From an optimization exercise on the open Yosys and OpenROAD flow, aimed at a short achievable clock period and few clock cycles; shortcuts taken in it are not production practice.
The RTL of this run was laid out without a check of its function.
Power and IR drop assume default switching activity.

## flow/design.v

```verilog
module ALU (
    input   [3:0] func_code,
    input   [7:0] A_in,
    input   [7:0] B_in,
    input         ALU_CY_in,
    output logic  [7:0] ALU_out,
    output logic        ALU_CY_out,
    output logic        ALU_SN_out,
    output logic        ALU_ZE_out,
    output logic        ALU_OV_out
  );
  logic  [8:0] ADD_result;
  logic        ADD_overflow;
  logic  [8:0] SUB_result;
  logic        SUB_overflow;
  assign ADD_result =  A_in + B_in  + ((func_code == 4'd5) ? ALU_CY_in : 0);
  assign SUB_result = (A_in - B_in) - ((func_code == 4'd7) ? ALU_CY_in : 0);
  assign ADD_overflow = (A_in[7] &  B_in[7] & ~ADD_result[7]) | (~A_in[7] & ~B_in[7] & ADD_result[7]);
  assign SUB_overflow = (A_in[7] & ~B_in[7] & ~SUB_result[7]) | (~A_in[7] &  B_in[7] & SUB_result[7]);
  always_comb begin
    ALU_out = 0;
    ALU_CY_out = 0;
    ALU_SN_out = 0;
    ALU_ZE_out = 0;
    ALU_OV_out = 0;
    case (func_code)
      4'd0:
        begin
          ALU_out = A_in & B_in;
        end
      4'd1:
        begin
          ALU_out = A_in | B_in;
        end
      4'd2:
        begin
          ALU_out = A_in ^ B_in;
        end
      4'd3:
        begin
          ALU_out = ~A_in;
        end
      4'd4:
        begin
          ALU_out = ADD_result[7:0];
          ALU_CY_out = ADD_result[8];
          ALU_OV_out = ADD_overflow;
        end
      4'd5:
        begin
          ALU_out = ADD_result[7:0];
          ALU_CY_out = ADD_result[8];
          ALU_OV_out = ADD_overflow;
        end
      4'd6:
        begin
          ALU_out = SUB_result[7:0];
          ALU_CY_out = SUB_result[8];
          ALU_OV_out = SUB_overflow;
        end
      4'd7:
        begin
          ALU_out = SUB_result[7:0];
          ALU_CY_out = SUB_result[8];
          ALU_OV_out = SUB_overflow;
        end
      4'd14:
        begin
          ALU_out = A_in + 8'b00000001;   
        end
      4'd15:
        begin
          ALU_out = A_in - 8'b00000001;   
        end
      4'd9:
        begin
          ALU_out = 8'b00000000;
        end
      4'd8:
        begin
          ALU_out = (~A_in) + 8'b1;   
          ALU_OV_out = (A_in == 8'h80) ? 1'b1 : 1'b0;
       end
      4'd10:
        begin
          ALU_out = { A_in [6: 0] , 1'b0 };
          ALU_CY_out = A_in [7];
        end
      4'd11:
        begin
          ALU_out = { A_in [6: 0] , ALU_CY_in };
          ALU_CY_out = A_in [7];
        end
      4'd12:
        begin
          ALU_out = { 1'b0 , A_in [7: 1] };
          ALU_CY_out = A_in [0];
        end
      4'd13:
        begin
          ALU_out = { ALU_CY_in , A_in [7: 1] };
          ALU_CY_out = A_in [0];
        end
      default:
        begin
          ALU_out = 8'hff;
        end
    endcase
    ALU_SN_out = ALU_out[7];
    ALU_ZE_out = (ALU_out == 8'b0) ? 1'b1 : 1'b0;
  end
endmodule   
module INSTRUCTION_DECODER (
    input        [7:0] inst,
    output logic [4:0] op_type,
    output logic [2:0] reg_d,          
    output logic [2:0] reg_s,
    output logic       add16_reg_d,    
    output logic [1:0] add16_reg_s,    
    output logic [3:0] func_code,
    output logic [3:0] cond_code
  );
  assign reg_d = inst[2:0];
  assign reg_s = inst[5:3];
  assign add16_reg_d = inst[0];
  assign add16_reg_s = inst[2:1];
  assign func_code = inst[3:0];
  assign cond_code = inst[3:0];
  always_comb begin
    case (inst[7:4])
      4'b0000: op_type = (inst[3:0] == 4'b0000) ? 5'd19 : 5'd20;
      4'b0100: op_type = 5'd0;
      4'b0101: op_type = 5'd0;
      4'b0110: op_type = 5'd0;
      4'b0111: op_type = 5'd0;
      4'b1000: op_type = inst[3] ? 5'd3 : 5'd2;
      4'b1001: op_type = inst[3] ? 5'd5 : 5'd4;
      4'b1010: op_type = inst[3] ? 5'd6 : 5'd1;
      4'b1011: op_type = 5'd7;
      4'b1100: case (inst[3:0])
                 4'b0000: op_type = 5'd8;
                 4'b0001: op_type = 5'd9;
                 4'b0010: op_type = 5'd10;
                 4'b0011: op_type = 5'd11;
                 4'b0100: op_type = 5'd12;
                 4'b0101: op_type = 5'd13;
                 4'b0110: op_type = 5'd14;
                 4'b0111: op_type = 5'd15;
                 4'b1000: op_type = 5'd16;
                 4'b1001: op_type = 5'd17;
                 default: op_type = 5'd20;
               endcase
      4'b1101: op_type = 5'd18;
      default: op_type = 5'd20;
    endcase
  end  
endmodule   
module REGISTERS (
    input  wire         clock,
    input  wire         reset,
    input  wire         reg_write_en_8,
    input  wire         reg_write_en_xy,
    input  wire         reg_write_en_m,
    input  wire   [2:0] reg_rd_addr,
    input  wire   [2:0] reg_wr_addr,
    input  wire  [15:0] data_in,
    output wire   [7:0] data_out,
    output wire   [7:0] a_out,
    output wire   [7:0] b_out,
    output wire  [15:0] xy_out,
    output wire  [15:0] m_out
  );       
  reg [63:0] regs;    
  assign data_out = regs[8*reg_rd_addr +: 8];
  assign a_out    = regs[ 7: 0];
  assign b_out    = regs[15: 8];
  assign xy_out   = { regs[39:32], regs[47:40] };
  assign m_out    = { regs[55:48], regs[63:56] };
  always_ff @(posedge clock)
    begin
      if (reset)
        begin
          regs <= 64'h0;
        end
      else if (reg_write_en_8)
        begin
          regs[8*reg_wr_addr +: 8] <= data_in [7:0];
        end
      else if (reg_write_en_xy)
        begin
          regs[39:32] <= data_in [15:8];
          regs[47:40] <= data_in [7:0];
        end
      else if (reg_write_en_m)
        begin
          regs[55:48] <= data_in [15:8];
          regs[63:56] <= data_in [7:0];
        end
    end
endmodule   
module eve_core (
    input  logic         clock,
    input  logic         reset,
    output logic [15:0]  mem_addr,              
    output logic         mem_wr_en,             
    output logic [7:0]   mem_wdata,             
    input  logic [7:0]   mem_rdata,             
    output logic [7:0]   o_OUT_reg_num,         
    output logic [7:0]   o_OUT_reg_data,        
    output logic         o_OUT_wr_en,           
    input  logic         i_OUT_wait,            
    output logic [7:0]   o_IN_reg_num,          
    output logic         o_IN_read,             
    input  logic [7:0]   i_IN_reg_data,         
    input  logic         i_IN_ready             
  );
  localparam [2:0] START_STATE   = 3'd0,
                   FETCH_STATE   = 3'd1,
                   EXEC_STATE    = 3'd2,
                   EXEC_STATE_2  = 3'd3,
                   EXEC_STATE_3  = 3'd4,
                   EXEC_STATE_4  = 3'd5,
                   ILLEGAL_STATE = 3'd6;
  logic [2:0]  state;
  logic [15:0] pc;             
  logic [15:0] sp;             
  logic [7:0]  inst_save;      
  logic [7:0]  msb;            
  logic        CY;             
  logic        SN;
  logic        ZE;
  logic        OV;
  logic [7:0]  inst;           
  logic [2:0]  next_state;
  logic        pc_wr_en;
  logic [15:0] next_pc;
  logic [15:0] pc_plus_2;
  logic        cond_wr_en;
  logic        sp_wr_en;
  logic [15:0] next_sp;
  logic [15:0] sp_minus_one;
  logic [15:0] sp_minus_two;
  logic        msb_wr_en;
  logic [7:0]  next_msb;
  logic [15:0] add16_result;
  logic        take_the_jump;
  logic        LT_signed;
  logic        LE_signed;
  logic [15:0] mem_addr_in;
  logic [7:0]  mem_data_in;
  wire [7:0]   mem_data_out;
  wire [4:0]   op_type;
  wire [2:0]   reg_d;            
  wire [2:0]   reg_s;
  wire         add16_reg_d;      
  wire [1:0]   add16_reg_s;      
  wire [3:0]   func_code;
  wire [3:0]   cond_code;
  logic         reg_write_en_8;
  logic         reg_write_en_xy;
  logic         reg_write_en_m;
  logic   [2:0] reg_rd_addr;
  logic   [2:0] reg_wr_addr;         
  logic  [15:0] reg_data_in;
  wire    [7:0] reg_data_out;
  wire    [7:0] reg_a_out;
  wire    [7:0] reg_b_out;
  wire   [15:0] reg_xy_out;
  wire   [15:0] reg_m_out;
  logic   [3:0] ALU_func_code;
  logic   [7:0] ALU_A_in;
  logic   [7:0] ALU_B_in;
  logic         ALU_CY_in;
  wire    [7:0] ALU_result_out;
  wire          ALU_CY_out;
  wire          ALU_SN_out;
  wire          ALU_ZE_out;
  wire          ALU_OV_out;
  assign mem_addr     = mem_addr_in;
  assign mem_wdata    = mem_data_in;
  assign mem_data_out = mem_rdata;
  INSTRUCTION_DECODER MyDecoder
    ( .inst         (inst),
      .op_type      (op_type),
      .reg_d        (reg_d),
      .reg_s        (reg_s),
      .add16_reg_d  (add16_reg_d),
      .add16_reg_s  (add16_reg_s),
      .func_code    (func_code),
      .cond_code    (cond_code) );
  REGISTERS MyRegisters
    ( .clock           (clock),
      .reset           (reset),
      .reg_write_en_8  (reg_write_en_8),   
      .reg_write_en_xy (reg_write_en_xy),
      .reg_write_en_m  (reg_write_en_m),
      .reg_rd_addr     (reg_rd_addr),
      .reg_wr_addr     (reg_wr_addr),
      .data_in         (reg_data_in),
      .data_out        (reg_data_out),     
      .a_out           (reg_a_out),
      .b_out           (reg_b_out),
      .xy_out          (reg_xy_out),
      .m_out           (reg_m_out) );      
  ALU MyALU
  ( .func_code      (ALU_func_code),    
    .A_in           (ALU_A_in),
    .B_in           (ALU_B_in),
    .ALU_CY_in      (ALU_CY_in),
    .ALU_out        (ALU_result_out),   
    .ALU_CY_out     (ALU_CY_out),
    .ALU_SN_out     (ALU_SN_out),
    .ALU_ZE_out     (ALU_ZE_out),
    .ALU_OV_out     (ALU_OV_out) );
  always_ff @(posedge clock)
    begin
      if (reset)
        begin
          state            <= START_STATE;
          pc               <= 16'h0000;
          sp               <= 16'h0000;
          inst_save        <= 8'h00;
          CY               <= 1'b0;
          SN               <= 1'b0;
          ZE               <= 1'b0;
          OV               <= 1'b0;
        end
      else
        begin
          state <= next_state;
          if (state == FETCH_STATE)
            inst_save <= mem_data_out;
          if (pc_wr_en)
            pc <= next_pc;
          if (msb_wr_en)
            msb <= next_msb;
          if (sp_wr_en)
            sp <= next_sp;
          if (cond_wr_en)
            begin
              CY <= ALU_CY_out;
              SN <= ALU_SN_out;
              ZE <= ALU_ZE_out;
              OV <= ALU_OV_out;
            end
        end
    end
  always_comb begin
    inst = (state == FETCH_STATE) ? mem_data_out : inst_save;
    mem_addr_in = pc;
    mem_wr_en = 0;
    mem_data_in = reg_data_out;
    reg_write_en_8 = 0;
    reg_write_en_xy = 0;
    reg_write_en_m = 0;
    reg_rd_addr = reg_s;
    reg_wr_addr = reg_d;         
    reg_data_in = mem_data_out;
    ALU_func_code = func_code;
    ALU_A_in = reg_a_out;
    ALU_B_in = reg_b_out;
    ALU_CY_in = CY;
    o_OUT_reg_num = 0;
    o_OUT_reg_data = 0;
    o_OUT_wr_en = 0;
    o_IN_reg_num = 0;
    o_IN_read = 0;
    next_state = FETCH_STATE;
    pc_wr_en = 1;
    next_pc = pc + 1;
    pc_plus_2 = pc + 2;
    msb_wr_en = 0;
    next_msb = 0;
    sp_wr_en = 0;
    next_sp = sp + 1;
    sp_minus_one = sp - 1;
    sp_minus_two = sp - 2;
    cond_wr_en = 0;
    take_the_jump = 0;
    LT_signed = SN ^ OV;
    LE_signed = LT_signed | ZE;
    case (inst [3:0])
      4'd0:    take_the_jump = ZE;
      4'd1:    take_the_jump = ~ZE;
      4'd2:    take_the_jump = LT_signed;
      4'd3:    take_the_jump = LE_signed;
      4'd4:    take_the_jump = ~LE_signed;
      4'd5:    take_the_jump = ~LT_signed;
      4'd6:   take_the_jump = CY;
      4'd7:   take_the_jump = CY | ZE;
      4'd8:   take_the_jump = ~(CY | ZE);
      4'd9:   take_the_jump = ~CY;
      4'd10:   take_the_jump = ~SN;
      4'd11:   take_the_jump = SN;
      4'd12:   take_the_jump = ~OV;
      4'd13:   take_the_jump = OV;
      4'd14:  take_the_jump = 1;
      4'd15: take_the_jump = 1;
    endcase
    case (add16_reg_s)
      2'b00: add16_result = reg_xy_out;
      2'b01: add16_result = reg_m_out;
      2'b10: add16_result = 16'b0;
      2'b11: add16_result = { 8'b0, reg_a_out };
    endcase
    add16_result = add16_result + { msb, mem_data_out };
    case (state)
      START_STATE:
          begin
          end
      FETCH_STATE:
        begin
          case (op_type)
            5'd0:
              begin
                reg_data_in = reg_data_out;
                reg_write_en_8 = 1;
              end
            5'd7:
              begin
                reg_data_in = ALU_result_out;
                reg_wr_addr = 0;    
                reg_write_en_8 = 1;
                cond_wr_en = 1;
              end
            5'd17:
              begin
                ALU_func_code = 4'd6;
                cond_wr_en = 1;
              end
            5'd1:
              begin
                next_state = EXEC_STATE;
              end
            5'd14:
              begin
                next_state = EXEC_STATE;
              end
            5'd13:
              begin
                next_state = EXEC_STATE;
              end
            5'd18:
              begin
                if (~take_the_jump)
                  begin
                    next_pc = pc + 3;
                    mem_addr_in = pc_plus_2;
                  end
                else
                  begin
                    next_state = EXEC_STATE;
                  end
              end
            5'd6:
              begin
                next_state = EXEC_STATE;
              end
            5'd8:
              begin
                next_state = EXEC_STATE;
              end
            5'd2:
              begin
                next_state = EXEC_STATE;
              end
            5'd15:
              begin
                next_state = EXEC_STATE;
              end
            5'd3:
              begin
                next_state = EXEC_STATE;
              end
            5'd16:
              begin
                next_state = EXEC_STATE;
              end
            5'd11:
              begin
                next_state = EXEC_STATE;
              end
            5'd12:
              begin
                next_state = EXEC_STATE;
                mem_addr_in = sp;
                sp_wr_en = 1;
             end
            5'd9:
              begin
                next_state = EXEC_STATE;
                pc_wr_en = 0;
                mem_addr_in = reg_xy_out;
              end
            5'd4:
              begin
                next_state = EXEC_STATE;
                pc_wr_en = 0;
                reg_rd_addr = reg_d;
                mem_addr_in = sp_minus_one;
                next_sp = sp_minus_one;
                sp_wr_en = 1;
                mem_wr_en = 1;
              end
            5'd5:
              begin
                next_state = EXEC_STATE;
                pc_wr_en = 0;
                mem_addr_in = sp;
                sp_wr_en = 1;
              end
            5'd10:
              begin
                mem_addr_in = reg_xy_out;
                next_pc = reg_xy_out + 1;
              end
            5'd20:
              begin
                next_state = ILLEGAL_STATE;
                pc_wr_en = 0;
              end
            default:
              begin
              end
          endcase
        end
      EXEC_STATE:
        begin
          case (op_type)
            5'd1:
              begin
                reg_write_en_8 = 1;
              end
            5'd8:
              begin
                next_state = EXEC_STATE_2;
                next_msb = mem_data_out;
                msb_wr_en = 1;
              end
            5'd6:
              begin
                next_state = EXEC_STATE_2;
                next_msb = mem_data_out;
                msb_wr_en = 1;
              end
            5'd14:
              begin
                next_state = EXEC_STATE_2;
                pc_wr_en = 0;
                o_OUT_reg_num = mem_data_out;
                o_OUT_wr_en = 1;
                o_OUT_reg_data = reg_a_out;
              end
            5'd13:
              begin
                next_state = EXEC_STATE_2;
                pc_wr_en = 0;
                o_IN_reg_num = mem_data_out;
                o_IN_read = 1;
                next_msb = mem_data_out;
                msb_wr_en = 1;
              end
            5'd18:
              begin
                next_state = EXEC_STATE_2;
                next_msb = mem_data_out;
                msb_wr_en = 1;
              end
            5'd2:
              begin
                next_state = EXEC_STATE_2;
                next_msb = mem_data_out;
                msb_wr_en = 1;
              end
            5'd15:
              begin
                next_state = EXEC_STATE_2;
                next_msb = mem_data_out;
                msb_wr_en = 1;
              end
            5'd3:
              begin
                next_state = EXEC_STATE_2;
                next_msb = mem_data_out;
                msb_wr_en = 1;
              end
            5'd16:
              begin
                next_state = EXEC_STATE_2;
                next_msb = mem_data_out;
                msb_wr_en = 1;
              end
            5'd11:
              begin
                next_state = EXEC_STATE_2;
                next_msb = mem_data_out;
                msb_wr_en = 1;
                pc_wr_en = 0;
                mem_data_in = next_pc[7:0];
                mem_addr_in = sp_minus_one;
                mem_wr_en = 1;
              end
            5'd12:
              begin
                next_state = EXEC_STATE_2;
                next_msb = mem_data_out;
                msb_wr_en = 1;
                mem_addr_in = sp;
                sp_wr_en = 1;
              end
            5'd9:
              begin
                reg_wr_addr = 0;   
                reg_write_en_8 = 1;
              end
            5'd5:
              begin
                reg_write_en_8 = 1;
              end
          endcase
        end
      EXEC_STATE_2:
        begin
          case (op_type)
            5'd8:
              begin
                next_sp = { msb, mem_data_out };
                sp_wr_en = 1;
              end
            5'd6:
              begin
                reg_data_in = add16_result;
                if (add16_reg_d == 1'b0)   
                  reg_write_en_xy = 1;
                else                       
                  reg_write_en_m = 1;
              end
            5'd14:
              if (i_OUT_wait)
                begin
                  next_state = EXEC_STATE_2;
                  pc_wr_en = 0;
                end
            5'd13:
              begin
                o_IN_reg_num = msb;
                o_IN_read = 1;
                if (i_IN_ready)
                  begin
                    reg_data_in = i_IN_reg_data;
                    reg_wr_addr = 0;   
                    reg_write_en_8 = 1;
                  end
                else
                  begin
                    next_state = EXEC_STATE_2;
                    pc_wr_en = 0;
                  end
              end
            5'd18:
              begin
                mem_addr_in = { msb , mem_data_out };
                next_pc  = { msb , mem_data_out } + 1;
              end
            5'd2:
              begin
                next_state = EXEC_STATE_3;
                mem_addr_in = { msb, mem_data_out };
                pc_wr_en = 0;
              end
            5'd15:
              begin
                next_state = EXEC_STATE_3;
                mem_addr_in = { msb, mem_data_out } + reg_m_out;
                pc_wr_en = 0;
              end
            5'd3:
              begin
                next_state = EXEC_STATE_3;
                mem_addr_in = { msb, mem_data_out };
                reg_rd_addr = reg_d;
                mem_wr_en = 1;
                pc_wr_en = 0;
              end
            5'd16:
              begin
                next_state = EXEC_STATE_3;
                mem_addr_in = { msb, mem_data_out } + reg_m_out;
                mem_data_in = reg_a_out;
                mem_wr_en = 1;
                pc_wr_en = 0;
              end
            5'd11:
              begin
                next_state = EXEC_STATE_3;
                pc_wr_en = 0;
              end
            5'd12:
              begin
                mem_addr_in = { msb, mem_data_out };
                next_pc = { msb, mem_data_out } + 1;
              end
            endcase
          end
      EXEC_STATE_3:
        begin
          case (op_type)
            5'd2:
              begin
                reg_write_en_8 = 1;
              end
            5'd15:
              begin
                reg_wr_addr = 3'b000;   
                reg_write_en_8 = 1;
              end
            5'd11:
              begin
                next_state = EXEC_STATE_4;
                mem_data_in = next_pc[15:8];   
                next_pc = { msb, mem_data_out };
                mem_addr_in = sp_minus_two;
                mem_wr_en = 1;
                next_sp = sp_minus_two;
                sp_wr_en = 1;
              end
          endcase
        end
      EXEC_STATE_4:
        begin
        end
      default:
        begin
          next_state = ILLEGAL_STATE;
          pc_wr_en = 0;
        end
    endcase
  end
endmodule   
```

## flow/run.sh

```bash
#!/bin/bash
# synth_recipe.tcl (not shown) runs the flow's synth.tcl, then flattens the netlist and writes it again
# the make line also repeats each setting of config.mk as NAME=value (left out here)
make -C /OpenROAD-flow-scripts/flow DESIGN_CONFIG=/design/flow/config.mk WORK_HOME=/design/flow/orfs CLKGATE_MAP_FILE= SYNTH_SCRIPT=/design/flow/synth_recipe.tcl finish
```

## flow/config.mk

```make
export PLATFORM = sky130hd
export DESIGN_NAME = eve_core
export DESIGN_NICKNAME = eve_core
export VERILOG_FILES = /design/flow/design.v
export SDC_FILE = /design/flow/constraint.sdc
export NUM_CORES = 4
export LEC_CHECK = 0
export CAP_MARGIN = 20
export CORE_MARGIN = 2
export CORE_UTILIZATION = 40
export SLEW_MARGIN = 20
```

## flow/constraint.sdc

```tcl
create_clock -name core_clock -period 9.0 [get_ports {clock}]
set_input_delay 1.8000 -clock core_clock [delete_from_list [all_inputs] [get_ports {clock}]]
set_output_delay 1.8000 -clock core_clock [all_outputs]
set_load 0.01 [all_outputs]
```

==> run notes <==
Yosys cell counts, types with 26 or more instances:
| cell type | count |
|---|---|
| o211ai_1 | 35 |
| a22o_1 | 34 |
| inv_1 | 59 |
| nand2_1 | 300 |
| a21oi_1 | 170 |
| buf_2 | 26 |
| a221oi_1 | 28 |
| nor2_1 | 220 |
| a31oi_1 | 32 |
| nor2b_1 | 28 |
| nand3_1 | 76 |
| a22oi_1 | 31 |
| o21ai_0 | 162 |
| mux2i_1 | 47 |
| dfxtp_1 | 111 |
| a211oi_1 | 45 |
| clkbuf_1 | 162 |
| ha_1 | 77 |
| nor3_1 | 84 |
| xor2_1 | 47 |
| and3_1 | 31 |
| o22ai_1 | 26 |
| a21o_1 | 27 |
| xnor2_1 | 86 |
cell usage in the layout (no fill, tap or decap), types with 59 or more instances in the layout:
cell               n
a21oi_1          170
clkdlybuf4s50_1   69
dfxtp_1          111
ha_1              77
o21ai_0          162
nor3_1            83
xnor2_1           86
inv_1             59
buf_4             75
nand3_1           76
nor2_1           218
nand2_1          300
per-stage QoR:
stage          total power [uW]  util (%)  worst slack [ns]  cell area, sq um
2_1_floorplan              3350         -              2.24             16900
3_3_place_gp               4730      43.2             0.856             18100
3_5_place_dp               4730      43.2             0.852             18100
4_1_cts                    5440      44.5             0.834             18600
5_1_grt                    5860      44.5             0.467             18600
6_report                   5640      44.5             0.651             18600
power groups by stage:
stage,registers [uW],logic (uW),clock network [uW]
after global placement,785,3940,0
after floorplan,635,2720,0
after detailed placement,784,3950,0
final,789,4150,696
after CTS,774,3970,692
after global routing,793,4360,708
area by class of cell:
type	count	area, sq um	area share (%)
Clock buffer	17	425	2.28
Clock inverter	15	115	0.618
Inverter	63	236	1.27
Multi-Input combinational cell	2045	13400	72.1
Sequential cell	119	2460	13.2
Tap cell	539	674	3.62
Timing Repair Buffer	146	1280	6.87
cell families after synthesis:
group | after synthesis | synth area share, %
fa+ha+maj | 83 | 6.39
mux | 66 | 4.28
simple gates | 905 | 25.9
buf+inv | 270 | 6.42
compound gates | 858 | 35.6
xor+xnor | 133 | 6.87
flops | 119 | 14.5
critical path, cell delays in order:
cell             delay [ns]
clkdlybuf4s50_1        0.77
nor2b_1                0.16
o2111ai_1              0.12
o21ai_0                0.33
nor3_2                 0.86
buf_4                  0.27
nor2_1                 0.09
nand2_1                0.14
or4b_1                 0.69
nand2_1                0.16
a21oi_1                0.07
o21ai_0                0.45
clkdlybuf4s50_1        0.63
per-layer routing:
layer / up-vias / part of all wire, % / track usage, %
li1: 9045 / - / -
met1: 9897 / 42 / 57.4
met2: 1572 / 40 / 57.5
met3: 225 / 14 / 10.4
met4: 2 / 3.9 / 15.3
met5: - / 0.011 / 0
flip-flops by register name, summed over array words and instances, names as in the netlist, 3 cells and up:
signal / cells
MyRegisters.regs: 64
pc: 16
sp: 16
inst_save: 8
msb: 8
state: 3
final timing paths:
check	slack (ns)	endpoint	startpoint
max reg2reg	2.00	MyRegisters.regs[61]	state[1]
min reg2reg	0.47	MyRegisters.regs[27]	MyRegisters.regs[27]
max	0.65	mem_addr[3]	mem_rdata[6]
min	0.47	MyRegisters.regs[27]	MyRegisters.regs[27]
==> flow_summary.yaml <==
synth:
  yosys_warnings: 4
  yosys_register_bits: 119
  netlist_instances: 2434
  ys_types: 115
  synth_edf_count: 8
  syn_area_sq_um: 16900
  syn-num-nets: 2537
  yosys.area.top_type_share_pct: 13.1
  synth_top_flop_cell: "dfxtp_1"
  post_synth.cell_area_avg_sq_um: 6.96
  async_flop_share_pct: 0
  synth_seq_area_share_pct: 14.5
  ys_top_cells_by_area: "dfxtp_1 (13%), nand2_1 (6.6%), ha_1 (5.7%), a21oi_1 (5.0%), nor2_1 (4.9%)"
  yosysTopAreaCell: "dfxtp_1"
worst_setup_path:
  cp.arrival_ns: 6.55
  endpoint_kind: "primary output"
  critPathLaunchType: "input pin"
  worstSetupPathType: "in2out"
  r2r_cells: 16
  cp_max_fo: 13
  required_ns: 7.20
finish:
  fin_nets: 2495
  diodes: 0
  final_cell_count_no_fill: 2944
  nFillCells: 4414
  drive_gt1_share_pct: 8.19
  syn_to_final_growth_pct: 9.88
power_and_ir_drop:
  power_switching_uw: 3360
  powerDensity_nw_per_um2: 303
  intPower_uw: 2270
  comb_power_share_pct: 73.7
  irDropWorstVdd_v: 0.000202
  p_seq_share_pct: 14.0
  p_sw_share_pct: 59.6
  pwr-share-clk_pct: 12.3
  leakagePower_uw: 0.00654
clock_tree:
  postCtsHoldBufs: 0
  cts_resized: 0
  clk_path_buf_depth: 2
  clk_pin_slew_ns: 0.07
  cts_tree: "built"
  h-tree-depth: 4
  post_cts.repair.setup_buffers: 0
  root_buffer: "clkbuf_16"
  cts_inserted_buffers: 17
  clock_latency_ns: 0.48
  clock_sinks: 119
drt:
  drtIter0Drc: 3267
  vias_per_cell: 7.05
  vias: 20741
  first_pass_iters: 6
  wl_per_cell_um: 30.5
  drcViolationCount: 0
  wirelength_mm: 89.8
  drtAntennaViolNets: 0
die:
  start_util_pct: 40.5
  die_area_sq_um: 44000
  io_pins: 71
  dieWidth_um: 210
  row_count: 75
  coreArea_sq_um: 41900
  die_h_um: 210
hold_path:
  hold_path_class: "reg2reg"
  hold_depth: 2
sta:
  final.min_clock_period_ns: 8.35
  setup-tns-final_ns: 0
  clock_skew_ns: 0.0150
  setup_viol: 0
  slew_viol_final: 0
  hold_viol_final: 0
  max_freq_mhz: 120
  finalCritPeriodShare_pct: 92.8
  slew_headroom_pct: 16.9
  max_slew.worst_pin.slew_ns: 1.24
  whs_ns: 0.474
  rsz0062_at_grt: "false"
run_status:
  status: "complete, no violations"
placed_design:
  io_buffers: 70
  hpwl_mm: 66.9
  globalplace.congestion: 1.01
  place_inst: 2912
global_routing:
  grt.total_usage_pct: 40.2
  grt_pass1_vias: 19315
  grt_pass1_wl_mm: 132
  antenna_found_initial: 3
  grt_max_degree: 76
  grt_overflow_total: 0
flow_run:
  drv_cap: 0

separate check: timing with driven ports:
In the flow no input, the clock included, has a driving cell. The finished layout below was timed again as built, in two steps. Step 1 sets driving cells, clkbuf_16 on the clock port and buf_2 on the other inputs (assumed; they add their load-dependent delay and slew). Step 2, shift: input delay + t, output delay - t, t = (earliest + latest rising clock arrival at the registers) / 2. This alone moves slack from input paths to output paths. Three values: no drivers, after step 1, after step 2; two values: the first two.
t, ns: 0.528
slack for setup (ns): 0.651 / 0.625 / 0.625
slew at the worst register clock pin (ns): 0.08 / 0.08
worst slew at a driven data input, ns: 0.06
After both steps this run still meets setup and hold. For this run, drivers alone change the setup slack by -0.026 ns; drivers and shift together by -0.026 ns.
